Source: an optimization exercise on an open RTL-to-GDS flow (aim: small area and a short achievable clock period). Production flows keep margins and buffers that such runs may drop. Only simulation tests tie the RTL to the original design; equivalence was not proved. Power and IR drop assume default switching activity.

==> design/flow/design.v <==
module add32(
	input wire [31:0] an,
	input wire [15:0] imm,
	output wire [31:0] y
);
wire [15:0] b = imm;
wire [15:0] bn = ~imm;
wire [15:0] xx, yy;
add32_hi_pre pre (.an(an[31:16]), .s(imm[15]), .x(xx), .y(yy));
wire g0_0;
wire p0_0;
wire g0_1;
wire p0_1;
wire g0_2;
wire p0_2;
wire g0_3;
wire p0_3;
wire g0_4;
wire p0_4;
wire g0_5;
wire p0_5;
wire g0_6;
wire p0_6;
wire g0_7;
wire p0_7;
wire g0_8;
wire p0_8;
wire g0_9;
wire p0_9;
wire g0_10;
wire p0_10;
wire g0_11;
wire p0_11;
wire g0_12;
wire p0_12;
wire g0_13;
wire p0_13;
wire g0_14;
wire p0_14;
wire g0_15;
wire p0_15;
wire g1_0;
wire g1_1;
wire g1_2;
wire q1_2;
wire g1_3;
wire q1_3;
wire g1_4;
wire q1_4;
wire g1_5;
wire q1_5;
wire g1_6;
wire q1_6;
wire g1_7;
wire q1_7;
wire g1_8;
wire q1_8;
wire g1_9;
wire q1_9;
wire g1_10;
wire q1_10;
wire g1_11;
wire q1_11;
wire g1_12;
wire q1_12;
wire g1_13;
wire q1_13;
wire g1_14;
wire q1_14;
wire g1_15;
wire q1_15;
wire g2_0;
wire g2_1;
wire g2_2;
wire g2_3;
wire g2_4;
wire q2_4;
wire g2_5;
wire q2_5;
wire g2_6;
wire q2_6;
wire g2_7;
wire q2_7;
wire g2_8;
wire q2_8;
wire g2_9;
wire q2_9;
wire g2_10;
wire q2_10;
wire g2_11;
wire q2_11;
wire g2_12;
wire q2_12;
wire g2_13;
wire q2_13;
wire g2_14;
wire q2_14;
wire g2_15;
wire q2_15;
wire g3_0;
wire g3_1;
wire g3_2;
wire g3_3;
wire g3_4;
wire g3_5;
wire g3_6;
wire g3_7;
wire g3_8;
wire q3_8;
wire g3_9;
wire q3_9;
wire g3_10;
wire q3_10;
wire g3_11;
wire q3_11;
wire g3_12;
wire q3_12;
wire g3_13;
wire q3_13;
wire g3_14;
wire q3_14;
wire g3_15;
wire q3_15;
wire g4_0;
wire g4_1;
wire g4_2;
wire g4_3;
wire g4_4;
wire g4_5;
wire g4_6;
wire g4_7;
wire g4_8;
wire g4_9;
wire g4_10;
wire g4_11;
wire g4_12;
wire g4_13;
wire g4_14;
wire g4_15;
wire fn_0;
wire fn_1;
wire fn_2;
wire fn_3;
wire fn_4;
wire fn_5;
wire fn_6;
wire fn_7;
wire fn_8;
wire fn_9;
wire fn_10;
wire fn_11;
wire fn_12;
wire fn_13;
wire fn_14;
wire fn_15;
  c_nor2 u1 (.a(an[0]), .b(bn[0]), .y(g0_0));
  c_xnor2 u2 (.a(an[0]), .b(b[0]), .y(p0_0));
  c_nor2 u3 (.a(an[1]), .b(bn[1]), .y(g0_1));
  c_xnor2 u4 (.a(an[1]), .b(b[1]), .y(p0_1));
  c_nor2 u5 (.a(an[2]), .b(bn[2]), .y(g0_2));
  c_xnor2 u6 (.a(an[2]), .b(b[2]), .y(p0_2));
  c_nor2 u7 (.a(an[3]), .b(bn[3]), .y(g0_3));
  c_xnor2 u8 (.a(an[3]), .b(b[3]), .y(p0_3));
  c_nor2 u9 (.a(an[4]), .b(bn[4]), .y(g0_4));
  c_xnor2 u10 (.a(an[4]), .b(b[4]), .y(p0_4));
  c_nor2 u11 (.a(an[5]), .b(bn[5]), .y(g0_5));
  c_xnor2 u12 (.a(an[5]), .b(b[5]), .y(p0_5));
  c_nor2 u13 (.a(an[6]), .b(bn[6]), .y(g0_6));
  c_xnor2 u14 (.a(an[6]), .b(b[6]), .y(p0_6));
  c_nor2 u15 (.a(an[7]), .b(bn[7]), .y(g0_7));
  c_xnor2 u16 (.a(an[7]), .b(b[7]), .y(p0_7));
  c_nor2 u17 (.a(an[8]), .b(bn[8]), .y(g0_8));
  c_xnor2 u18 (.a(an[8]), .b(b[8]), .y(p0_8));
  c_nor2 u19 (.a(an[9]), .b(bn[9]), .y(g0_9));
  c_xnor2 u20 (.a(an[9]), .b(b[9]), .y(p0_9));
  c_nor2 u21 (.a(an[10]), .b(bn[10]), .y(g0_10));
  c_xnor2 u22 (.a(an[10]), .b(b[10]), .y(p0_10));
  c_nor2 u23 (.a(an[11]), .b(bn[11]), .y(g0_11));
  c_xnor2 u24 (.a(an[11]), .b(b[11]), .y(p0_11));
  c_nor2 u25 (.a(an[12]), .b(bn[12]), .y(g0_12));
  c_xnor2 u26 (.a(an[12]), .b(b[12]), .y(p0_12));
  c_nor2 u27 (.a(an[13]), .b(bn[13]), .y(g0_13));
  c_xnor2 u28 (.a(an[13]), .b(b[13]), .y(p0_13));
  c_nor2 u29 (.a(an[14]), .b(bn[14]), .y(g0_14));
  c_xnor2 u30 (.a(an[14]), .b(b[14]), .y(p0_14));
  c_nor2 u31 (.a(an[15]), .b(bn[15]), .y(g0_15));
  c_xnor2 u32 (.a(an[15]), .b(b[15]), .y(p0_15));
  c_inv u33 (.a(g0_0), .y(g1_0));
  c_a21oi u34 (.a1(p0_1), .a2(g0_0), .b1(g0_1), .y(g1_1));
  c_a21oi u35 (.a1(p0_2), .a2(g0_1), .b1(g0_2), .y(g1_2));
  c_nand2 u36 (.a(p0_2), .b(p0_1), .y(q1_2));
  c_a21oi u37 (.a1(p0_3), .a2(g0_2), .b1(g0_3), .y(g1_3));
  c_nand2 u38 (.a(p0_3), .b(p0_2), .y(q1_3));
  c_a21oi u39 (.a1(p0_4), .a2(g0_3), .b1(g0_4), .y(g1_4));
  c_nand2 u40 (.a(p0_4), .b(p0_3), .y(q1_4));
  c_a21oi u41 (.a1(p0_5), .a2(g0_4), .b1(g0_5), .y(g1_5));
  c_nand2 u42 (.a(p0_5), .b(p0_4), .y(q1_5));
  c_a21oi u43 (.a1(p0_6), .a2(g0_5), .b1(g0_6), .y(g1_6));
  c_nand2 u44 (.a(p0_6), .b(p0_5), .y(q1_6));
  c_a21oi u45 (.a1(p0_7), .a2(g0_6), .b1(g0_7), .y(g1_7));
  c_nand2 u46 (.a(p0_7), .b(p0_6), .y(q1_7));
  c_a21oi u47 (.a1(p0_8), .a2(g0_7), .b1(g0_8), .y(g1_8));
  c_nand2 u48 (.a(p0_8), .b(p0_7), .y(q1_8));
  c_a21oi u49 (.a1(p0_9), .a2(g0_8), .b1(g0_9), .y(g1_9));
  c_nand2 u50 (.a(p0_9), .b(p0_8), .y(q1_9));
  c_a21oi u51 (.a1(p0_10), .a2(g0_9), .b1(g0_10), .y(g1_10));
  c_nand2 u52 (.a(p0_10), .b(p0_9), .y(q1_10));
  c_a21oi u53 (.a1(p0_11), .a2(g0_10), .b1(g0_11), .y(g1_11));
  c_nand2 u54 (.a(p0_11), .b(p0_10), .y(q1_11));
  c_a21oi u55 (.a1(p0_12), .a2(g0_11), .b1(g0_12), .y(g1_12));
  c_nand2 u56 (.a(p0_12), .b(p0_11), .y(q1_12));
  c_a21oi u57 (.a1(p0_13), .a2(g0_12), .b1(g0_13), .y(g1_13));
  c_nand2 u58 (.a(p0_13), .b(p0_12), .y(q1_13));
  c_a21oi u59 (.a1(p0_14), .a2(g0_13), .b1(g0_14), .y(g1_14));
  c_nand2 u60 (.a(p0_14), .b(p0_13), .y(q1_14));
  c_a21oi u61 (.a1(p0_15), .a2(g0_14), .b1(g0_15), .y(g1_15));
  c_nand2 u62 (.a(p0_15), .b(p0_14), .y(q1_15));
  c_inv u63 (.a(g1_0), .y(g2_0));
  c_inv u64 (.a(g1_1), .y(g2_1));
  c_o21ai u65 (.a1(q1_2), .a2(g1_0), .b1(g1_2), .y(g2_2));
  c_o21ai u66 (.a1(q1_3), .a2(g1_1), .b1(g1_3), .y(g2_3));
  c_o21ai u67 (.a1(q1_4), .a2(g1_2), .b1(g1_4), .y(g2_4));
  c_nor2 u68 (.a(q1_4), .b(q1_2), .y(q2_4));
  c_o21ai u69 (.a1(q1_5), .a2(g1_3), .b1(g1_5), .y(g2_5));
  c_nor2 u70 (.a(q1_5), .b(q1_3), .y(q2_5));
  c_o21ai u71 (.a1(q1_6), .a2(g1_4), .b1(g1_6), .y(g2_6));
  c_nor2 u72 (.a(q1_6), .b(q1_4), .y(q2_6));
  c_o21ai u73 (.a1(q1_7), .a2(g1_5), .b1(g1_7), .y(g2_7));
  c_nor2 u74 (.a(q1_7), .b(q1_5), .y(q2_7));
  c_o21ai u75 (.a1(q1_8), .a2(g1_6), .b1(g1_8), .y(g2_8));
  c_nor2 u76 (.a(q1_8), .b(q1_6), .y(q2_8));
  c_o21ai u77 (.a1(q1_9), .a2(g1_7), .b1(g1_9), .y(g2_9));
  c_nor2 u78 (.a(q1_9), .b(q1_7), .y(q2_9));
  c_o21ai u79 (.a1(q1_10), .a2(g1_8), .b1(g1_10), .y(g2_10));
  c_nor2 u80 (.a(q1_10), .b(q1_8), .y(q2_10));
  c_o21ai u81 (.a1(q1_11), .a2(g1_9), .b1(g1_11), .y(g2_11));
  c_nor2 u82 (.a(q1_11), .b(q1_9), .y(q2_11));
  c_o21ai u83 (.a1(q1_12), .a2(g1_10), .b1(g1_12), .y(g2_12));
  c_nor2 u84 (.a(q1_12), .b(q1_10), .y(q2_12));
  c_o21ai u85 (.a1(q1_13), .a2(g1_11), .b1(g1_13), .y(g2_13));
  c_nor2 u86 (.a(q1_13), .b(q1_11), .y(q2_13));
  c_o21ai u87 (.a1(q1_14), .a2(g1_12), .b1(g1_14), .y(g2_14));
  c_nor2 u88 (.a(q1_14), .b(q1_12), .y(q2_14));
  c_o21ai u89 (.a1(q1_15), .a2(g1_13), .b1(g1_15), .y(g2_15));
  c_nor2 u90 (.a(q1_15), .b(q1_13), .y(q2_15));
  c_inv u91 (.a(g2_0), .y(g3_0));
  c_inv u92 (.a(g2_1), .y(g3_1));
  c_inv u93 (.a(g2_2), .y(g3_2));
  c_inv u94 (.a(g2_3), .y(g3_3));
  c_a21oi u95 (.a1(q2_4), .a2(g2_0), .b1(g2_4), .y(g3_4));
  c_a21oi u96 (.a1(q2_5), .a2(g2_1), .b1(g2_5), .y(g3_5));
  c_a21oi u97 (.a1(q2_6), .a2(g2_2), .b1(g2_6), .y(g3_6));
  c_a21oi u98 (.a1(q2_7), .a2(g2_3), .b1(g2_7), .y(g3_7));
  c_a21oi u99 (.a1(q2_8), .a2(g2_4), .b1(g2_8), .y(g3_8));
  c_nand2 u100 (.a(q2_8), .b(q2_4), .y(q3_8));
  c_a21oi u101 (.a1(q2_9), .a2(g2_5), .b1(g2_9), .y(g3_9));
  c_nand2 u102 (.a(q2_9), .b(q2_5), .y(q3_9));
  c_a21oi u103 (.a1(q2_10), .a2(g2_6), .b1(g2_10), .y(g3_10));
  c_nand2 u104 (.a(q2_10), .b(q2_6), .y(q3_10));
  c_a21oi u105 (.a1(q2_11), .a2(g2_7), .b1(g2_11), .y(g3_11));
  c_nand2 u106 (.a(q2_11), .b(q2_7), .y(q3_11));
  c_a21oi u107 (.a1(q2_12), .a2(g2_8), .b1(g2_12), .y(g3_12));
  c_nand2 u108 (.a(q2_12), .b(q2_8), .y(q3_12));
  c_a21oi u109 (.a1(q2_13), .a2(g2_9), .b1(g2_13), .y(g3_13));
  c_nand2 u110 (.a(q2_13), .b(q2_9), .y(q3_13));
  c_a21oi u111 (.a1(q2_14), .a2(g2_10), .b1(g2_14), .y(g3_14));
  c_nand2 u112 (.a(q2_14), .b(q2_10), .y(q3_14));
  c_a21oi u113 (.a1(q2_15), .a2(g2_11), .b1(g2_15), .y(g3_15));
  c_nand2 u114 (.a(q2_15), .b(q2_11), .y(q3_15));
  c_inv u115 (.a(g3_0), .y(g4_0));
  c_inv u116 (.a(g3_1), .y(g4_1));
  c_inv u117 (.a(g3_2), .y(g4_2));
  c_inv u118 (.a(g3_3), .y(g4_3));
  c_inv u119 (.a(g3_4), .y(g4_4));
  c_inv u120 (.a(g3_5), .y(g4_5));
  c_inv u121 (.a(g3_6), .y(g4_6));
  c_inv u122 (.a(g3_7), .y(g4_7));
  c_o21ai u123 (.a1(q3_8), .a2(g3_0), .b1(g3_8), .y(g4_8));
  c_o21ai u124 (.a1(q3_9), .a2(g3_1), .b1(g3_9), .y(g4_9));
  c_o21ai u125 (.a1(q3_10), .a2(g3_2), .b1(g3_10), .y(g4_10));
  c_o21ai u126 (.a1(q3_11), .a2(g3_3), .b1(g3_11), .y(g4_11));
  c_o21ai u127 (.a1(q3_12), .a2(g3_4), .b1(g3_12), .y(g4_12));
  c_o21ai u128 (.a1(q3_13), .a2(g3_5), .b1(g3_13), .y(g4_13));
  c_o21ai u129 (.a1(q3_14), .a2(g3_6), .b1(g3_14), .y(g4_14));
  c_o21ai u130 (.a1(q3_15), .a2(g3_7), .b1(g3_15), .y(g4_15));
  assign y[0] = p0_0;
  c_xor2 u131 (.a(p0_1), .b(g4_0), .y(y[1]));
  c_xor2 u132 (.a(p0_2), .b(g4_1), .y(y[2]));
  c_xor2 u133 (.a(p0_3), .b(g4_2), .y(y[3]));
  c_xor2 u134 (.a(p0_4), .b(g4_3), .y(y[4]));
  c_xor2 u135 (.a(p0_5), .b(g4_4), .y(y[5]));
  c_xor2 u136 (.a(p0_6), .b(g4_5), .y(y[6]));
  c_xor2 u137 (.a(p0_7), .b(g4_6), .y(y[7]));
  c_xor2 u138 (.a(p0_8), .b(g4_7), .y(y[8]));
  c_xor2 u139 (.a(p0_9), .b(g4_8), .y(y[9]));
  c_xor2 u140 (.a(p0_10), .b(g4_9), .y(y[10]));
  c_xor2 u141 (.a(p0_11), .b(g4_10), .y(y[11]));
  c_xor2 u142 (.a(p0_12), .b(g4_11), .y(y[12]));
  c_xor2 u143 (.a(p0_13), .b(g4_12), .y(y[13]));
  c_xor2 u144 (.a(p0_14), .b(g4_13), .y(y[14]));
  c_xor2 u145 (.a(p0_15), .b(g4_14), .y(y[15]));
  c_mux2i u146 (.a0(yy[0]), .a1(xx[0]), .s(g4_15), .y(fn_0));
  c_xor2 u147 (.a(an[16]), .b(fn_0), .y(y[16]));
  c_mux2i u148 (.a0(yy[1]), .a1(xx[1]), .s(g4_15), .y(fn_1));
  c_xor2 u149 (.a(an[17]), .b(fn_1), .y(y[17]));
  c_mux2i u150 (.a0(yy[2]), .a1(xx[2]), .s(g4_15), .y(fn_2));
  c_xor2 u151 (.a(an[18]), .b(fn_2), .y(y[18]));
  c_mux2i u152 (.a0(yy[3]), .a1(xx[3]), .s(g4_15), .y(fn_3));
  c_xor2 u153 (.a(an[19]), .b(fn_3), .y(y[19]));
  c_mux2i u154 (.a0(yy[4]), .a1(xx[4]), .s(g4_15), .y(fn_4));
  c_xor2 u155 (.a(an[20]), .b(fn_4), .y(y[20]));
  c_mux2i u156 (.a0(yy[5]), .a1(xx[5]), .s(g4_15), .y(fn_5));
  c_xor2 u157 (.a(an[21]), .b(fn_5), .y(y[21]));
  c_mux2i u158 (.a0(yy[6]), .a1(xx[6]), .s(g4_15), .y(fn_6));
  c_xor2 u159 (.a(an[22]), .b(fn_6), .y(y[22]));
  c_mux2i u160 (.a0(yy[7]), .a1(xx[7]), .s(g4_15), .y(fn_7));
  c_xor2 u161 (.a(an[23]), .b(fn_7), .y(y[23]));
  c_mux2i u162 (.a0(yy[8]), .a1(xx[8]), .s(g4_15), .y(fn_8));
  c_xor2 u163 (.a(an[24]), .b(fn_8), .y(y[24]));
  c_mux2i u164 (.a0(yy[9]), .a1(xx[9]), .s(g4_15), .y(fn_9));
  c_xor2 u165 (.a(an[25]), .b(fn_9), .y(y[25]));
  c_mux2i u166 (.a0(yy[10]), .a1(xx[10]), .s(g4_15), .y(fn_10));
  c_xor2 u167 (.a(an[26]), .b(fn_10), .y(y[26]));
  c_mux2i u168 (.a0(yy[11]), .a1(xx[11]), .s(g4_15), .y(fn_11));
  c_xor2 u169 (.a(an[27]), .b(fn_11), .y(y[27]));
  c_mux2i u170 (.a0(yy[12]), .a1(xx[12]), .s(g4_15), .y(fn_12));
  c_xor2 u171 (.a(an[28]), .b(fn_12), .y(y[28]));
  c_mux2i u172 (.a0(yy[13]), .a1(xx[13]), .s(g4_15), .y(fn_13));
  c_xor2 u173 (.a(an[29]), .b(fn_13), .y(y[29]));
  c_mux2i u174 (.a0(yy[14]), .a1(xx[14]), .s(g4_15), .y(fn_14));
  c_xor2 u175 (.a(an[30]), .b(fn_14), .y(y[30]));
  c_mux2i u176 (.a0(yy[15]), .a1(xx[15]), .s(g4_15), .y(fn_15));
  c_xor2 u177 (.a(an[31]), .b(fn_15), .y(y[31]));
endmodule
module add32_hi_pre(
	input wire [15:0] an,
	input wire s,
	output wire [15:0] x,
	output wire [15:0] y
);
genvar k;
generate
	for (k = 0; k < 16; k = k + 1) begin : g
		if (k == 0) begin : z
			assign x[k] = ~s;
			assign y[k] = s;
		end else begin : nz
			assign x[k] = ~s & ~|an[k-1:0];
			assign y[k] = s & &an[k-1:0];
		end
	end
endgenerate
endmodule
module c_inv(input wire a, output wire y); assign y = ~a; endmodule
module c_nand2(input wire a, b, output wire y); assign y = ~(a & b); endmodule
module c_nor2(input wire a, b, output wire y); assign y = ~(a | b); endmodule
module c_xor2(input wire a, b, output wire y); assign y = a ^ b; endmodule
module c_xnor2(input wire a, b, output wire y); assign y = ~(a ^ b); endmodule
module c_a21oi(input wire a1, a2, b1, output wire y); assign y = ~((a1 & a2) | b1); endmodule
module c_o21ai(input wire a1, a2, b1, output wire y); assign y = ~((a1 | a2) & b1); endmodule
module c_mux2i(input wire a0, a1, s, output wire y); assign y = ~(s ? a1 : a0); endmodule
module imm_extender(
	input wire sel_link,
	input wire sel_lui,
	input wire sel_load,
	input wire [31:0] pc_plus4,
	input wire [15:0] imm,
	input wire [31:0] load_data,
	input wire [31:0] alu_y,
	output wire [31:0] wd
);
assign wd = ({32{sel_link}} & pc_plus4) |
            ({32{sel_lui}}  & {imm, 16'd0}) |
            ({32{sel_load}} & load_data) |
            alu_y;
endmodule
module shifter(
	input wire [31:0] an,
	input wire [4:0] shamt,
	output wire [31:0] y
);
assign y = (~an) >> shamt;
endmodule
module alu(
	input wire [31:0] an,        
	input wire [31:0] bn,        
	input wire [15:0] imm,
	input wire [31:0] addr,      
	input wire [4:0] shamt,
	input wire [3:0] lut,        
	input wire sel_add, sel_addr, sel_slt, sel_sltu, sel_srl,
	input wire use_imm,
	input wire sub,
	output wire [31:0] y,
	output wire d_neg,           
	output wire eq               
);
wire [15:0] immn = ~imm;
wire [31:0] simmn = {{16{immn[15]}}, immn};
wire [31:0] bb;              
wire [31:0] lg;              
genvar i;
generate
	for (i = 0; i < 32; i = i + 1) begin : bt
		c_mux2i bsel (.a0(bn[i]), .a1(simmn[i]), .s(use_imm), .y(bb[i]));
		c_mux4 lop (.d0(lut[2]), .d1(lut[3]), .d2(lut[0]), .d3(lut[1]),
		            .s0(bb[i]), .s1(an[i]), .y(lg[i]));
	end
endgenerate
wire [31:0] s;
wire co;
alu_add add_inst (.an(an), .b(bb ^ {32{sub}}), .cin(sub), .s(s), .co(co));
wire a31 = ~an[31];
wire ltu = ~co;
wire lt = (a31 ^ bb[31]) ? a31 : s[31];
wire [31:0] sh;
shifter shft_inst(.an(bn), .shamt(shamt), .y(sh));
assign d_neg = s[31];
assign eq = (an == bn);
assign y = ({32{sel_add}}  & s) |
           ({32{sel_addr}} & addr) |
           lg |
           ({32{sel_srl}}  & sh) |
           {31'd0, (sel_slt & lt) | (sel_sltu & ltu)};
endmodule
module alu_add(
	input wire [31:0] an,
	input wire [31:0] b,
	input wire cin,
	output wire [31:0] s,
	output wire co
);
assign {co, s} = {1'b0, ~an} + {1'b0, b} + {32'd0, cin};
endmodule
module c_mux4(input wire d0, d1, d2, d3, s0, s1, output wire y);
assign y = s1 ? (s0 ? d3 : d2) : (s0 ? d1 : d0);
endmodule
module alu_control(
	input wire [31:0] instr,
	output wire sel_add,      
	output wire sel_addr,     
	output wire [3:0] lut,    
	output wire sel_slt,
	output wire sel_sltu,
	output wire sel_srl,
	output wire sel_lui,
	output wire sel_load,
	output wire sel_link,
	output wire use_imm,      
	output wire sub           
);
wire [5:0] op = instr[31:26];
wire [5:0] fn = instr[5:0];
wire r = (op == 6'h00);
assign sel_add  = r & ((fn == 6'h20) | (fn == 6'h21) | (fn == 6'h02) | (fn == 6'h22) | (fn == 6'h23));
assign sel_addr = (op == 6'h08) | (op == 6'h09) | (op == 6'h0E) | (op == 6'h0B);
wire sel_and = (r & (fn == 6'h24)) | (op == 6'h0C);
wire sel_or  = (r & (fn == 6'h25)) | (op == 6'h0D);
wire sel_xor = r & (fn == 6'h26);
wire sel_nor = r & (fn == 6'h27);
assign lut = {sel_and | sel_or, sel_or | sel_xor, sel_or | sel_xor, sel_nor};
assign sel_slt  = (r & (fn == 6'h2A)) | (op == 6'h0A);
assign sel_sltu = r & (fn == 6'h2B);
assign sel_srl  = r & (fn == 6'h00);
assign sel_lui  = (op == 6'h0F);
assign sel_load = (op == 6'h23);
assign sel_link = (op == 6'h03);
assign use_imm  = ~r & (op != 6'h01) & (op[5:2] != 4'b0001);
assign sub      = ~r | (fn == 6'h22) | (fn == 6'h23) | (fn == 6'h2A) | (fn == 6'h2B);
endmodule
module control_unit(
	input  wire [31:0] instr,
	output wire        reg_write,
	output wire [4:0]  wa,
	output wire        mem_read,
	output wire        mem_write,
	output wire        jr,
	output wire        jump,
	output wire        br_eq,     
	output wire        br_ne,     
	output wire        br_neg,    
	output wire        br_nneg,   
	output wire        br_le,     
	output wire        br_gt      
);
wire [5:0] op = instr[31:26];
wire [5:0] fn = instr[5:0];
wire [4:0] rt = instr[20:16];
wire r = (op == 6'h00);
assign jr = r & (fn == 6'h08);
assign jump = (op == 6'h02) | (op == 6'h03);
assign mem_read = (op == 6'h23);
assign mem_write = (op == 6'h2B);
assign reg_write = (r & (fn != 6'h08)) | (op == 6'h23) | (op == 6'h03) |
                   (op[5:3] == 3'b001);
assign wa = (op == 6'h03) ? 5'd31 : r ? instr[15:11] : rt;
wire regimm = (op == 6'h01);
assign br_eq   = (op == 6'h04) | (regimm & (rt[4:1] != 4'd0));
assign br_ne   = (op == 6'h05);
assign br_neg  = regimm & (rt == 5'd0);
assign br_nneg = regimm & (rt == 5'd1);
assign br_le   = (op == 6'h06);
assign br_gt   = (op == 6'h07);
endmodule
module reg_file(
	input wire clk,
	input wire rst,
	input wire we,
	input wire [4:0] ra1,
	input wire [4:0] ra2,
	input wire [4:0] wa,
	input wire [31:0] wd,
	output wire [31:0] rd1n,  
	output wire [31:0] rd1an,  
	output wire [31:0] rd2n   
);
reg [31:0] registers [31:1];
reg [31:1] valid;
integer i;
always @(posedge clk) begin
	for (i = 1; i < 32; i = i + 1)
		if (we && wa == i)
			registers[i] <= wd;
end
always @(posedge clk or posedge rst) begin
	if (rst)
		valid <= 31'd0;
	else
		for (i = 1; i < 32; i = i + 1)
			if (we && wa == i)
				valid[i] <= 1'b1;
end
wire [31:1] sel1, sel2;
rf_dec dec1 (.ra(ra1), .valid(valid), .sel(sel1));
rf_dec dec2 (.ra(ra2), .valid(valid), .sel(sel2));
genvar b, r;
generate
	for (b = 0; b < 32; b = b + 1) begin : col
		wire [31:1] q;
		for (r = 1; r < 32; r = r + 1) begin : row
			assign q[r] = registers[r][b];
		end
		rf_mux31d m1 (.q(q), .sel(sel1), .yn(rd1n[b]), .yn2(rd1an[b]));
		rf_mux31 m2 (.q(q), .sel(sel2), .yn(rd2n[b]));
	end
endgenerate
endmodule
module rf_dec(
	input wire [4:0] ra,
	input wire [31:1] valid,
	output wire [31:1] sel
);
genvar i;
generate
	for (i = 1; i < 32; i = i + 1) begin : s
		assign sel[i] = valid[i] & (ra == i);
	end
endgenerate
endmodule
module rf_mux31(
	input wire [31:1] q,
	input wire [31:1] sel,
	output wire yn
);
wire [10:0] n;
genvar g;
generate
	for (g = 0; g < 10; g = g + 1) begin : t
		rf_ao222n c (.a(q[3*g+1]), .b(sel[3*g+1]), .c(q[3*g+2]), .d(sel[3*g+2]),
		             .e(q[3*g+3]), .f(sel[3*g+3]), .y(n[g]));
	end
endgenerate
rf_nand2 c10 (.a(q[31]), .b(sel[31]), .y(n[10]));
wire [2:0] m;
rf_nand4 k0 (.a(n[0]), .b(n[1]), .c(n[2]), .d(n[3]), .y(m[0]));
rf_nand4 k1 (.a(n[4]), .b(n[5]), .c(n[6]), .d(n[7]), .y(m[1]));
rf_nand3 k2 (.a(n[8]), .b(n[9]), .c(n[10]), .y(m[2]));
rf_nor3 k3 (.a(m[0]), .b(m[1]), .c(m[2]), .y(yn));
endmodule
module rf_mux31d(
	input wire [31:1] q,
	input wire [31:1] sel,
	output wire yn,
	output wire yn2
);
wire [10:0] n;
genvar g;
generate
	for (g = 0; g < 10; g = g + 1) begin : t
		rf_ao222n c (.a(q[3*g+1]), .b(sel[3*g+1]), .c(q[3*g+2]), .d(sel[3*g+2]),
		             .e(q[3*g+3]), .f(sel[3*g+3]), .y(n[g]));
	end
endgenerate
rf_nand2 c10 (.a(q[31]), .b(sel[31]), .y(n[10]));
wire [2:0] m;
rf_nand4 k0 (.a(n[0]), .b(n[1]), .c(n[2]), .d(n[3]), .y(m[0]));
rf_nand4 k1 (.a(n[4]), .b(n[5]), .c(n[6]), .d(n[7]), .y(m[1]));
rf_nand3 k2 (.a(n[8]), .b(n[9]), .c(n[10]), .y(m[2]));
rf_nor3 k3 (.a(m[0]), .b(m[1]), .c(m[2]), .y(yn));
rf_nor3 k4 (.a(m[0]), .b(m[1]), .c(m[2]), .y(yn2));
endmodule
module rf_ao222n(input wire a, b, c, d, e, f, output wire y);
assign y = ~((a & b) | (c & d) | (e & f));
endmodule
module rf_nand2(input wire a, b, output wire y);
assign y = ~(a & b);
endmodule
module rf_nand4(input wire a, b, c, d, output wire y);
assign y = ~(a & b & c & d);
endmodule
module rf_nand3(input wire a, b, c, output wire y);
assign y = ~(a & b & c);
endmodule
module rf_nor3(input wire a, b, c, output wire y);
assign y = ~(a | b | c);
endmodule
module pc_reg(
	input wire clk,
	input wire rst,
	input wire [31:0] rsn,       
	input wire [25:0] instr,     
	input wire jr,
	input wire jump,
	input wire taken,
	output reg [31:0] pc,
	output wire [31:0] pc_plus4
);
wire [29:0] hi = pc[31:2];
wire [30:0] ci;
wire [29:0] pc4_hi;
assign ci[0] = 1'b1;
wire [14:0] ui, ud;
wire [13:0] up, dn;
assign ui[0] = 1'b1;
assign ud[0] = 1'b1;
genvar k;
generate
	for (k = 0; k < 30; k = k + 1) begin : inc
		assign ci[k+1] = ci[k] & hi[k];
		assign pc4_hi[k] = hi[k] ^ ci[k];
	end
	for (k = 0; k < 14; k = k + 1) begin : updn
		assign ui[k+1] = ui[k] & hi[16+k];
		assign ud[k+1] = ud[k] & ~hi[16+k];
		assign up[k] = hi[16+k] ^ ui[k];
		assign dn[k] = hi[16+k] ^ ud[k];
	end
endgenerate
assign pc_plus4 = {pc4_hi, pc[1:0]};
wire [16:0] lo = {1'b0, hi[15:0]} + {1'b0, instr[15:0]} + 17'd1;
wire c = lo[16], s = instr[15];
wire [13:0] br_up = (c == s) ? hi[29:16] : c ? up : dn;
wire [29:0] br_hi = {br_up, lo[15:0]};
wire [31:0] pc_next = jr    ? ~rsn :
                      jump  ? {pc4_hi[29:26], instr[25:0], 2'b00} :
                      taken ? {br_hi, pc[1:0]} :
                              pc_plus4;
always @(posedge clk or posedge rst) begin
	if (rst)
		pc <= 32'b0;
	else
		pc <= pc_next;
end
endmodule
module mips_cpu (
    input  wire        clk,
    input  wire        rst,
    output wire [31:0] imem_addr,    
    input  wire [31:0] imem_rdata,   
    output wire [31:0] dmem_addr,    
    output wire [31:0] dmem_wdata,   
    output wire        dmem_we,      
    output wire        dmem_re,      
    input  wire [31:0] dmem_rdata    
);
    wire [31:0] instr = imem_rdata;
    wire [31:0] pc, pc_plus4;
    wire [31:0] rs_n, rt_n;          
    wire [31:0] rs_an;               
    wire [31:0] addr;
    wire [31:0] alu_y;
    wire [31:0] wd;
    wire d_neg, eq;
    wire reg_write, mem_read, mem_write, jr, jump;
    wire br_eq, br_ne, br_neg, br_nneg, br_le, br_gt;
    wire [4:0] wa;
    wire sel_add, sel_addr, sel_slt, sel_sltu, sel_srl;
    wire [3:0] lut;
    wire sel_lui, sel_load, sel_link, use_imm, sub;
    control_unit ctrl_inst (
        .instr(instr), .reg_write(reg_write), .wa(wa), .mem_read(mem_read),
        .mem_write(mem_write), .jr(jr), .jump(jump), .br_eq(br_eq), .br_ne(br_ne),
        .br_neg(br_neg), .br_nneg(br_nneg), .br_le(br_le), .br_gt(br_gt)
    );
    alu_control alu_ctrl_inst (
        .instr(instr), .sel_add(sel_add), .sel_addr(sel_addr), .lut(lut), .sel_slt(sel_slt),
        .sel_sltu(sel_sltu), .sel_srl(sel_srl), .sel_lui(sel_lui), .sel_load(sel_load),
        .sel_link(sel_link), .use_imm(use_imm), .sub(sub)
    );
    reg_file rf_inst (
        .clk(clk), .rst(rst), .we(reg_write),
        .ra1(instr[25:21]), .ra2(instr[20:16]), .wa(wa), .wd(wd),
        .rd1n(rs_n), .rd1an(rs_an), .rd2n(rt_n)
    );
    add32 addr_adder (.an(rs_an), .imm(instr[15:0]), .y(addr));
    alu alu_inst (
        .an(rs_n), .bn(rt_n), .imm(instr[15:0]), .addr(addr), .shamt(instr[10:6]),
        .sel_add(sel_add), .sel_addr(sel_addr), .lut(lut), .sel_slt(sel_slt), .sel_sltu(sel_sltu),
        .sel_srl(sel_srl), .use_imm(use_imm), .sub(sub), .y(alu_y), .d_neg(d_neg), .eq(eq)
    );
    wire taken = (br_eq & eq) | (br_ne & ~eq) | (br_neg & d_neg) | (br_nneg & ~d_neg) |
                 (br_le & (d_neg | eq)) | (br_gt & ~d_neg & ~eq);
    pc_reg pcreg_inst (
        .clk(clk), .rst(rst), .rsn(rs_n), .instr(instr[25:0]), .jr(jr), .jump(jump),
        .taken(taken), .pc(pc), .pc_plus4(pc_plus4)
    );
    imm_extender wb_inst (
        .sel_link(sel_link), .sel_lui(sel_lui), .sel_load(sel_load),
        .pc_plus4(pc_plus4), .imm(instr[15:0]), .load_data(dmem_rdata), .alu_y(alu_y),
        .wd(wd)
    );
    assign imem_addr  = pc;
    assign dmem_addr  = addr;
    assign dmem_wdata = ~rt_n;
    assign dmem_we    = mem_write;
    assign dmem_re    = mem_read;
endmodule
==> design/flow/flow/run.sh <==
#!/bin/bash
# Own layout flow: the standard flow (standard.sh, standard synthesis
# unchanged) with changes only to how the layout is made:
#  - the port buffers are sky130_fd_sc_hd__buf_2 instead of the delay cell
#    that buffer_ports picks by default;
#  - clock tree synthesis without dummy loads, with larger sink clusters;
set -euo pipefail
export BUFFER_PORTS_ARGS="-buffer_cell sky130_fd_sc_hd__buf_2"
export CTS_ARGS="-sink_clustering_enable -repair_clock_nets -dont_use_dummy_load -sink_clustering_size 25 -sink_clustering_max_diameter 90"
bash standard.sh SETUP_SLACK_MARGIN=5.6 finish > make_finish.log 2>&1
==> design/flow/standard.sh <==
#!/bin/bash
# synth_recipe.tcl (not shown) runs the flow's synth.tcl, then flattens the netlist and writes it again
# the make line also repeats each setting of config.mk as NAME=value (left out here)
make -C /OpenROAD-flow-scripts/flow DESIGN_CONFIG=/design/flow/config.mk WORK_HOME=/design/flow/orfs CLKGATE_MAP_FILE= SYNTH_SCRIPT=/design/flow/synth_recipe.tcl "${@:-finish}"
==> design/flow/config.mk <==
export PLATFORM = sky130hd
export DESIGN_NAME = mips_cpu
export DESIGN_NICKNAME = mips_cpu
export VERILOG_FILES = /design/flow/design.v
export SDC_FILE = /design/flow/constraint.sdc
export NUM_CORES = 4
export LEC_CHECK = 0
export CAP_MARGIN = 20
export CORE_MARGIN = 2
export CORE_UTILIZATION = 55
export SLEW_MARGIN = 20
export SYNTH_HIERARCHICAL = 1
export TNS_END_PERCENT = 10
==> design/flow/constraint.sdc <==
create_clock -name core_clock -period 15.0 [get_ports {clk}]
set_input_delay 3.0000 -clock core_clock [delete_from_list [all_inputs] [get_ports {clk}]]
set_output_delay 3.0000 -clock core_clock [all_outputs]
set_load 0.01 [all_outputs]
==> flow_summary.toml, run 1 <==
[synthesis]
yosys.area.top_type = "edfxtp_1"
yosysSeqAreaShare_pct = 59.89
postSynthCellCount = 3799
ys_types = 108
syn_nets = 3943
syn_area_um2 = 52380
synth_enable_flop_cells = 992
async_flop_share_pct = 5.972
ys_seq_elements = 1055
yosysWarnings = 9
synthTopCellsByArea = "edfxtp_1 57%, a222oi_1 12%, dfrtp_1 3.0%"
syn_area_per_cell_um2 = 13.79
synth_top_area_share_pct = 56.88
dominantRegCellSynth = "edfxtp_1"

[setup_path]
critPathKind = "input pin to output port"
worst_ep_required_time_ps = 12000
end_kind = "output port"
path_max_fanout = 32
critPathLaunchType = "input pin"
worstPathCellList = "buf_6 > nor3b_2 > and3_1 > buf_6 > a222oi_1 > nand4_1 > nor3_2 > nand3_1 > nor4_1 > mux2i_2 > xor2_1 > buf_2"
crit_arrival_ps = 6790
slowest_delay_ps = 1060
crit_top_cell = "buf_6"
cpMaxStageDelayCell = "nor3_2"

[timing]
slew-limit-headroom_pct = 17.99
worst_slack_ps = 5209
finalHoldViolations = 0
worst_pin_slew_ps = 1223
period_share_pct = 65.28
clock_skew_ps = 112.3
fin_crit_ps = 9791
drv_slew = 0
tns_ps = 0
hold_slack_ps = 505.9
rsz0062_at_grt = "true"
setup_viol = 0
max_freq_ghz = 0.1021

[power_and_ir_drop]
power_leakage_nw = 21.87
seq_power_share_pct = 51.3
pwr-share-clk_pct = 22.9
ir_drop_uv = 122.2
cellPowerDensity_nw_per_um2 = 109.6
combPwrFrac_pct = 25.9
power.internal_w = 0.004528
switching_share_pct = 31.49
p_sw_w = 0.002081

[status]
status = "no timing/DRC/antenna violations"

[detailed_routing]
drt_wl_total_mm = 236.3
vias_per_cell = 8.233
drcViolationCount = 0
first_pass_iters = 17
wire_per_inst_um = 42.51
num_vias = 45750
drt_iter0_drc = 13510
ant_nets = 0

[final_layout]
fin_nets = 4433
synthToLayoutAreaGrowth_pct = 15.15
fill_cells = 7072
largest_register_ffs = 992
drive_above_1_share_pct = 22.23

[floorplanning]
start_util_pct = 55.29
die_w_um = 312.6
die_h_um = 312.6
ios = 164
rows = 113
core_um2 = 94730
die_area_um2 = 97710

[global_routing]
track_usage_pct = 46.37
grt_max_degree = 65
antenna_found_initial = 8
grt_pass1_wl_mm = 319.9
overflow = 0
grt_pass1_vias = 42540

[placement]
dp_hpwl_mm = 145.3
gp_congestion = 1.009
dp_slack_ps = 3497
portBuffers = 163

[clock_tree]
clock_latency_ps = 710
tritoncts = "built"
cts_made_buffers = 52
hold_buffers = 0
path_clk_slew_ps = 70
clock-root-buffer = "clkbuf_16"
cts-htree-levels = 2
clock-sinks = 1055
clockBufferDepth = 3

[flow_run]
drv_cap = 0

[hold_path]
min_path_type = "flip-flop to flip-flop"
## what timing repair did
action                     4_1_cts  5_1_grt
pin swaps                      121       75
gates cloned                    13        5
gates resized for setup        199       66
setup endpoints to repair      128       65
buffers inserted                97       65
## metrics by stage
stage	cell area [µm²]	power [W]	util, %	std cells
floorplan	52380	0.004293	-	3799
global placement	55930	0.004904	59.05	5317
detailed placement	55990	0.004926	59.10	5320
CTS	59320	0.006469	62.62	5482
global route	60300	0.006759	63.65	5552
finish	60310	0.006609	63.66	5557
## per-module statistics from Yosys (local to each module, per instance), a selection
| module | times used | flip-flops and latches |
|---|---|---|
| alu | 1 | 0 |
| imm_extender | 1 | 0 |
| c_xor2 | 31 | 0 |
| c_mux2i | 48 | 0 |
| c_a21oi | 27 | 0 |
| c_nand2 | 22 | 0 |
| pc_reg | 1 | 32 |
| reg_file | 1 | 1023 |
| rf_nand3 | 64 | 0 |
| add32_hi_pre | 1 | 0 |
| c_mux4 | 32 | 0 |
| rf_nor3 | 96 | 0 |
| c_nor2 | 28 | 0 |
| alu_control | 1 | 0 |
## logic make-up after synthesis
logic type      after synthesis  synth area share (%)
fa+ha+maj                    78                 1.906
compound gates             1164                 19.26
buf+inv                     252                 2.105
xor+xnor                    159                 2.659
mux                         141                 3.789
flops                      1055                 59.89
simple gates                950                 10.40
## placed cells by master (no fill, tap or decap), drive strengths merged, types with 53 or more instances in the layout
master and count:
nand4 143, ha 75, dfrtp 63, nand3 88, nand2 226, a222oi 641
xor2 111, inv 159, nor3 127, nor2 160, clkbuf 58, o21ai 80
buf 515, a22oi 53, a21oi 167, mux2i 85, edfxtp 992, and3 70
## cell type report
cell class | count | area (µm²) | area share [%]
Sequential cell | 1055 | 31370 | 52.01
Multi-Input combinational cell | 2492 | 20980 | 34.79
Timing Repair Buffer | 527 | 4456 | 7.388
Tap cell | 1265 | 1583 | 2.624
Clock buffer | 52 | 1301 | 2.158
Inverter | 161 | 608.1 | 1.008
Antenna cell | 5 | 12.51 | 0.02075
## worst max-delay path, delay by kind of cell
kind,cells,cell delay [ps]
AND/OR/NAND/NOR,6,2360
XOR/XNOR,1,250
AO/OA/AOI/OAI,1,420
multiplexers,1,150
buffers and inverters,3,540
## path summary, 6_finish.rpt
kind                                          startpoint                             endpoint  slack, ps  depth (start not counted)
hold reg to reg            rf_inst.valid[17]$_DFFE_PP0P_        rf_inst.valid[17]$_DFFE_PP0P_        510                          1
setup / recovery                          imem_rdata[24]                        dmem_addr[30]       5210                         12
setup reg to reg              pcreg_inst.pc[3]$_DFF_PP0_  rf_inst.registers[21][31]$_DFFE_PP_       7910                         32
max in group asynchronous                            rst          pcreg_inst.pc[13]$_DFF_PP0_      12090                          3
min in group asynchronous                            rst        rf_inst.valid[30]$_DFFE_PP0P_       2430                          3
hold / removal             rf_inst.valid[17]$_DFFE_PP0P_        rf_inst.valid[17]$_DFFE_PP0P_        510                          1
## Yosys cell counts (8+ instances only)
cell / count
a21oi_1: 137
xnor2_1: 48
mux2_2: 11
nand2b_1: 21
mux4_2: 43
and3_1: 68
mux2i_1: 85
or3_1: 8
nor2_1: 155
nor2b_1: 18
edfxtp_1: 992
o211ai_1: 9
nand3_1: 88
a221oi_1: 10
a222oi_1: 641
inv_1: 159
a221o_1: 21
a211oi_1: 16
and2_1: 11
o21a_1: 14
a22oi_1: 51
clkbuf_1: 45
o21bai_1: 31
o21ai_0: 45
ha_1: 75
nand4_1: 142
buf_2: 19
nor3_1: 29
a21o_1: 16
nor3_2: 97
buf_6: 12
nand2_1: 225
buf_4: 11
o21ai_1: 35
a31oi_1: 10
dfrtp_1: 63
nor4_1: 22
xor2_1: 111
a21oi_2: 30
o22ai_1: 8
o221ai_1: 10
## power groups by stage
stage / clock network [W] / logic [W] / registers (W)
final: 0.00151 / 0.00171 / 0.00339
after detailed placement: 0 / 0.00148 / 0.00345
after global placement: 0 / 0.00146 / 0.00344
after floorplan: 0 / 0.000864 / 0.00343
after global routing: 0.00160 / 0.00177 / 0.00339
after CTS: 0.00150 / 0.00158 / 0.00338
## metal layers
layer	routed length (µm)	vias up	share of wire, %	track usage, %
li1	-	17630	-	-
met1	77620	22010	33	59.70
met2	95680	5107	40	64.22
met3	41800	1003	18	18.16
met4	21100	8	8.9	32.49
met5	56	-	0.024	0.6770
==> inputs of run 2 (changes only) <==
--- a/design/flow/flow/run.sh
+++ b/design/flow/flow/run.sh
@@ -9,2 +9,2 @@
 export CTS_ARGS="-sink_clustering_enable -repair_clock_nets -dont_use_dummy_load -sink_clustering_size 25 -sink_clustering_max_diameter 90"
-bash standard.sh SETUP_SLACK_MARGIN=5.6 finish > make_finish.log 2>&1
+bash standard.sh SETUP_SLACK_MARGIN=5.3 finish > make_finish.log 2>&1
--- a/design/flow/config.mk
+++ b/design/flow/config.mk
@@ -10,2 +10,3 @@
 export CORE_UTILIZATION = 55
+export PLACE_DENSITY = 0.7
 export SLEW_MARGIN = 20
==> flow_summary.toml, run 2 <==
[synthesis]
yosysMostFrequentCell = "edfxtp_1"
ys_seq_elements = 1055
dominantRegCellSynth = "edfxtp_1"
yosysWarnings = 9
syn_nets = 3943
syn_area_um2 = 52380
yosysSeqAreaShare_pct = 59.89
ys_types = 108
yosys.area.top_type = "edfxtp_1"
postSynthCellCount = 3799
synth_common_cells = "992 x edfxtp_1, 641 x a222oi_1, 225 x nand2_1"
syn_area_per_cell_um2 = 13.79
synthTopCellsByArea = "edfxtp_1 57%, a222oi_1 12%, dfrtp_1 3.0%"
async_flop_share_pct = 5.972
synth_enable_flop_cells = 992
synth_top_area_share_pct = 56.88

[detailed_routing]
drt_wl_total_mm = 212.8
num_vias = 43970
ant_nets = 0
first_pass_iters = 12
drcViolationCount = 0
drt_iter0_drc = 12460
wire_per_inst_um = 38.83
vias_per_cell = 8.024

[clock_tree]
cts_made_buffers = 50
clockBufferDepth = 3
path_clk_slew_ps = 100
cts-htree-levels = 2
clock_latency_ps = 730
clock-sinks = 1055
tritoncts = "built"
clock-root-buffer = "clkbuf_16"

[global_routing]
grt_max_degree = 65
overflow = 0
antenna_found_initial = 3
grt_pass1_wl_mm = 290.2
grt_pass1_vias = 40760
track_usage_pct = 41.54

[setup_path]
worst_ep_required_time_ps = 12000
r2r_cells = 25
end_kind = "output port"
path_max_fanout = 32
critPathKind = "input pin to output port"
critPathLaunchType = "input pin"
crit_arrival_ps = 6800

[flow_run]
drv_cap = 0

[final_layout]
fin_nets = 4359
fill_cells = 7190
final_util_pct = 62.38
mostFrequentLayoutCells = "992 x edfxtp_1, 641 x a222oi_1, 245 x buf_4, 215 x nand2_1"
drive_above_1_share_pct = 20.34
largest_register_ffs = 992
regArea_um2 = 31370
final_common_cell = "edfxtp_1"
finalNonFillerCells = 5480
multi_input_area_um2 = 20720
synthToLayoutAreaGrowth_pct = 12.82

[power_and_ir_drop]
power_leakage_nw = 21.29
finalPower_w = 0.006453
ir_drop_uv = 93.29
cellPowerDensity_nw_per_um2 = 109.2

[placement]
gp_congestion = 1.049
dp.cells = 5320
portBuffers = 163
dp_slack_ps = 3839
dp_hpwl_mm = 133.0

[floorplanning]
die_w_um = 312.6
ios = 164
core_um2 = 94730
rows = 113
start_util_pct = 55.29
die_h_um = 312.6
die_area_um2 = 97710

[timing]
rsz0062_at_grt = "true"
worst_pin_slew_ps = 1224
clock_skew_ps = 110.4
slew-limit-headroom_pct = 17.94
tns_ps = 0
setup_viol = 0
fin_crit_ps = 9797
period_share_pct = 65.31
finalHoldViolations = 0
worst_slack_ps = 5203
drv_slew = 0
max_freq_ghz = 0.1021

[hold_path]
min_path_type = "flip-flop to flip-flop"
min_path_cells = 1

[status]
status = "no timing/DRC/antenna violations"
[run 2: cell counts after synthesis]
Identical to the previous run, type by type.
[run 2: worst paths after layout]
check / startpoint / to / slack [ps]
max in group asynchronous: rst / pcreg_inst.pc[14]$_DFF_PP0_ / 12090
setup reg to reg: rf_inst.valid[10]$_DFFE_PP0P_ / pcreg_inst.pc[31]$_DFFE_PP0P_ / 7860
hold / removal: rf_inst.valid[27]$_DFFE_PP0P_ / rf_inst.valid[27]$_DFFE_PP0P_ / 510
hold reg to reg: rf_inst.valid[27]$_DFFE_PP0P_ / rf_inst.valid[27]$_DFFE_PP0P_ / 510
setup / recovery: imem_rdata[23] / dmem_addr[28] / 5200
min in group asynchronous: rst / pcreg_inst.pc[29]$_DFFE_PP0P_ / 2460
[run 2: logic make-up (layout without fill, tap and decap cells)]
family          count (synthesis)  count (layout)  share of synthesized area, %
compound gates               1164            1164                         19.26
flops                        1055            1055                         59.89
simple gates                  950             950                         10.40
buf+inv                       252             666                         2.105
xor+xnor                      159             159                         2.659
mux                           141             141                         3.789
fa+ha+maj                      78              78                         1.906
other cells                     0               2                             0
[run 2: worst max-delay path, cell delays in order]
cell and delay (ps):
buf_6 130, and3b_2 270, and3_1 220, buf_12 190, a222oi_1 480, nand4_1 380
nor3_4 970, inv_1 220, nor4_1 350, mux2i_1 130, xor2_1 180, buf_2 210
[run 2: layout make-up]
type                       instances  area share [%]
multi-input combinational       2492           35.07
antenna                            2        0.008470
clock buffer                      50           2.117
tap                             1265           2.679
inverter                         161           1.029
timing repair buffer             455           6.016
sequential                      1055           53.08
[run 2: routing by layer]
metal  vias to the layer above  part of all wire [%]  global-route usage [%]
met2                      4512                    41                   58.91
li1                      17460                     -                       -
met5                         -                 0.025                  0.4836
met1                     21190                    33                   52.92
met4                         2                   9.1                   29.68
met3                       802                    17                   14.88
[run 2: metrics by stage]
stage               hold slack [ps]  cell area, µm²
finish                        510.7           59090
global route                  529.6           59090
CTS                           503.5           57940
detailed placement            477.1           55990
global placement              472.5           55960
floorplan                     448.4           52380
[run 2: modules after synthesis (local to each module, per instance), a selection]
| module | copies in the design | cells | area, µm² | flip-flops and latches |
|---|---|---|---|---|
| alu_add | 1 | 270 | 1824 | 0 |
| pc_reg | 1 | 395 | 3352 | 32 |
| reg_file | 1 | 1114 | 31120 | 1023 |
| rf_ao222n | 640 | 1 | 10.01 | 0 |
| rf_dec | 2 | 47 | 317.8 | 0 |
| mips_cpu | 1 | 38 | 160.2 | 0 |
| c_xor2 | 31 | 1 | 8.758 | 0 |
| c_o21ai | 22 | 1 | 5.005 | 0 |
| rf_nand3 | 64 | 1 | 5.005 | 0 |
| alu | 1 | 205 | 1309 | 0 |
| rf_nand4 | 128 | 1 | 6.256 | 0 |
| c_a21oi | 27 | 1 | 8.758 | 0 |
[run 2: repair_timing]
item / CTS / global route
buffers inserted: 52 / 45
hold buffers: 0 / 0
gates cloned: 0 / 9
pin swaps: 51 / 80
resized for setup: 63 / 128
endpoints found under the setup margin: 43 / 36
[run 2: where the power goes]
group / total (W) / leakage [nW] / internal (W) / switching (W)
registers: 0.00339 / 10.0 / 0.00329 / 0.0000910
clock network: 0.00148 / 0.616 / 0.000594 / 0.000888
logic: 0.00158 / 10.7 / 0.000570 / 0.00101
total: 0.00645 / 21.3 / 0.00446 / 0.00199
==> inputs of run 3 (changes only) <==
--- a/design/flow/flow/run.sh
+++ b/design/flow/flow/run.sh
@@ -9,2 +9,2 @@
 export CTS_ARGS="-sink_clustering_enable -repair_clock_nets -dont_use_dummy_load -sink_clustering_size 25 -sink_clustering_max_diameter 90"
-bash standard.sh SETUP_SLACK_MARGIN=5.3 finish > make_finish.log 2>&1
+bash standard.sh SETUP_SLACK_MARGIN=5.5 finish > make_finish.log 2>&1
--- a/design/flow/config.mk
+++ b/design/flow/config.mk
@@ -10,3 +10,3 @@
 export CORE_UTILIZATION = 55
-export PLACE_DENSITY = 0.7
+export PLACE_DENSITY = 0.75
 export SLEW_MARGIN = 20
==> flow_summary.toml, run 3 <==
[detailed_routing]
drt_wl_total_mm = 221.5
num_vias = 44660
drt_iter0_drc = 13690
wire_per_inst_um = 40.13
first_pass_iters = 21
drcViolationCount = 0
ant_nets = 0
vias_per_cell = 8.093

[clock_tree]
cts_made_buffers = 51
cts-htree-levels = 2
tritoncts = "built"
clockBufferDepth = 3
clock_latency_ps = 710
path_clk_slew_ps = 60
clock-sinks = 1055
clock-root-buffer = "clkbuf_16"
hold_buffers = 0

[floorplanning]
start_util_pct = 55.29
rows = 113
core_um2 = 94730
die_w_um = 312.6
ios = 164
die_h_um = 312.6
die_area_um2 = 97710

[global_routing]
grt_pass1_vias = 41310
grt_pass1_wl_mm = 301.4
antenna_found_initial = 1
track_usage_pct = 43.24
grt_max_degree = 65
overflow = 0

[timing]
tns_ps = 0
drv_slew = 0
fin_crit_ps = 9749
period_share_pct = 64.99
worst_pin_slew_ps = 954.1
setup_viol = 0
finalHoldViolations = 0
max_freq_ghz = 0.1026
rsz0062_at_grt = "true"
hold_slack_ps = 501.7
clock_skew_ps = 98.09
slew-limit-headroom_pct = 36.04

[setup_path]
crit_arrival_ps = 10200
end_kind = "flip-flop"
r2r_setup_slack_ps = 7610
r2r_start = "rf_inst.valid[1]$_DFFE_PP0P_"
crit_start = "imem_rdata[17]"
critPathTopFamily = "simple AND/OR/NAND/NOR gates"
path_max_fanout = 34
cpMaxStageDelayCell = "nor3_2"
crit_top_cell = "mux2i_1"
slowest_delay_ps = 790
critPathLaunchType = "input pin"
worst_ep_required_time_ps = 15450
rr_endpoint = "pcreg_inst.pc[13]$_DFF_PP0_"
r2r_cells = 21
worstPathCellList = "buf_2 > nor2b_1 > and3_2 > buf_4 > a222oi_1 > nand4_1 > nor3_2 > mux2i_1 > xor2_1 > ha_1 > nand2_1 > a211o_1 > o211ai_1 > o21ai_1 > o311a_1 > a21oi_1 > xor2_2 > nand3_1 > o2111ai_2 > buf_6 > nor2_1 > a221oi_1 > mux2i_1"
crit_buf_inv = 3
critPathKind = "input pin to flip-flop"

[synthesis]
synth_adder_area_share_pct = 1.906
synth_top_family_by_area = "compound AO/OA/AOI/OAI gates"
syn_nets = 3943
ys_types = 108
synth_common_cells = "992 x edfxtp_1, 641 x a222oi_1, 225 x nand2_1"
muxShareOfSynthArea_pct = 3.789
synth_compound_area_share_pct = 19.26
synthSimpleGateAreaFrac_pct = 10.40
syn_area_per_cell_um2 = 13.79
yosysSeqAreaShare_pct = 59.89
async_flop_share_pct = 5.972
synth_enable_flop_cells = 992
yosys.area.top_type = "edfxtp_1"
postSynthCellCount = 3799
dominantRegCellSynth = "edfxtp_1"
synthTopCellsByArea = "edfxtp_1 57%, a222oi_1 12%, dfrtp_1 3.0%"
synth_xor_area_share_pct = 2.659
syn_area_um2 = 52380
yosysMostFrequentCell = "edfxtp_1"
synth_top_area_share_pct = 56.88
ys_seq_elements = 1055
yosysWarnings = 9

[final_layout]
regArea_um2 = 31370
final_util_pct = 63.17
multi_input_area_um2 = 20850
final_common_cell = "edfxtp_1"
largest_register_ffs = 992
drive_above_1_share_pct = 21.35
fin_nets = 4398
synthToLayoutAreaGrowth_pct = 14.26
fill_cells = 7053
mostFrequentLayoutCells = "992 x edfxtp_1, 641 x a222oi_1, 262 x buf_4, 214 x nand2_1"

[power_and_ir_drop]
ir_drop_uv = 102.2
combPwrFrac_pct = 25.1
power_leakage_nw = 21.61
power.internal_w = 0.004486
seq_power_share_pct = 51.9
switching_share_pct = 31.14
p_sw_w = 0.002029
cellPowerDensity_nw_per_um2 = 108.9
pwr-share-clk_pct = 23.0

[hold_path]
worstHoldStart = "rf_inst.valid[31]$_DFFE_PP0P_"
holdPathEnd = "rf_inst.valid[31]$_DFFE_PP0P_"
min_path_cells = 1
min_path_type = "flip-flop to flip-flop"

[placement]
gp_congestion = 1.021
dp_hpwl_mm = 137.1
portBuffers = 163

[status]
status = "no timing/DRC/antenna violations"

[flow_run]
drv_cap = 0
run 3: cell families after synthesis:
logic type,after synthesis
AOI/OAI and AO/OA,1164
xor gates and xnor gates,159
adders and majority gates,78
buffers and inverters,252
DFF,1055
muxes,141
and+or+nand+nor,950
run 3: metal layers:
layer	vias to the layer above	global-route usage, %	part of all wire (%)
li1	17560	-	-
met1	21310	55.92	32
met2	4847	61.05	41
met3	947	15.48	18
met4	2	29.59	9.1
met5	-	0.2901	0.020
run 3: what timing repair did:
item	CTS	global route
gates resized for setup	136	117
buffers inserted	64	53
setup endpoints to repair	78	64
gates cloned	6	13
pin swaps	72	82
run 3: area by class of cell:
class / instances / area share (%)
Timing Repair Buffer: 493 / 6.956
Sequential cell: 1055 / 52.41
Antenna cell: 1 / 0.004182
Inverter: 161 / 1.016
Clock buffer: 51 / 2.133
Tap cell: 1265 / 2.645
Multi-Input combinational cell: 2492 / 34.83
run 3: modules after synthesis (local to each module, per instance), a selection:
module | area (µm²) | copies in the design | flip-flops and latches
reg_file | 31120 | 1 | 1023
alu_add | 1824 | 1 | 0
shifter | 1585 | 1 | 0
control_unit | 279.0 | 1 | 0
c_mux2i | 10.01 | 48 | 0
rf_nor3 | 10.01 | 96 | 0
c_o21ai | 5.005 | 22 | 0
rf_nand2 | 3.754 | 64 | 0
c_nor2 | 3.754 | 28 | 0
run 3: worst max-delay path by stage:
stage,end,slack [ps],cells past startpoint
2_1_floorplan,dmem_addr[16],5690,12
3_3_place_gp,pcreg_inst.pc[31]$_DFFE_PP0P_,3720,27
3_5_place_dp,pcreg_inst.pc[31]$_DFFE_PP0P_,3540,27
4_1_cts,dmem_addr[31],5360,18
5_1_grt,pcreg_inst.pc[13]$_DFF_PP0_,5100,23
6_report,pcreg_inst.pc[13]$_DFF_PP0_,5250,23
run 3: through the flow:
step                      cell area, µm²  setup WS [ps]  cells  power [W]
after detailed placement           56050           3545   5328   0.004894
after global placement             56020           3717   5327   0.004884
after CTS                          58600           5357   5449   0.006389
final                              59840           5251   5518   0.006515
after global routing               59840           5102   5517   0.006673
after floorplan                    52380           5694   3799   0.004293
run 3: power by group through the flow:
stage / clock, W / combinational, W / sequential [W]
2_1_floorplan: 0 / 0.000864 / 0.00343
3_3_place_gp: 0 / 0.00144 / 0.00344
3_5_place_dp: 0 / 0.00145 / 0.00344
4_1_cts: 0.00149 / 0.00152 / 0.00338
5_1_grt: 0.00158 / 0.00170 / 0.00339
6_report: 0.00150 / 0.00164 / 0.00338

## separate check: timing with driven ports
How much do the figures lean on ideal ports? The routed layouts below were timed once more, with nothing changed but the port constraints.
Step 1: set_driving_cell puts a clkbuf_16 on clk and a buf_2 on each other input, an assumption about the parent block.
Step 2 times the ports against the registers' clock, not the clock port: input delays grow and output delays shrink by t, the midpoint of the rising clock arrivals with the driver on.
Slacks: no drivers / after step 1 / after step 2; pairs: no drivers / after step 1.
run	t, ns	slack for setup (ns)	worst hold slack (ns)	cell pins on the clock port's net
run 1	0.723	5.209 / 5.119 / 4.956	0.506 / 0.506 / 0.506	1
run 2	0.746	5.203 / 5.154 / 4.743	0.511 / 0.511 / 0.511	1
run 3	0.730	5.251 / 5.160 / 4.562	0.502 / 0.502 / 0.502	1
After both steps setup and hold are still met in every run listed. For run 3, which loses most, drivers alone change the setup slack by -0.091 ns; drivers and shift together by -0.689 ns.
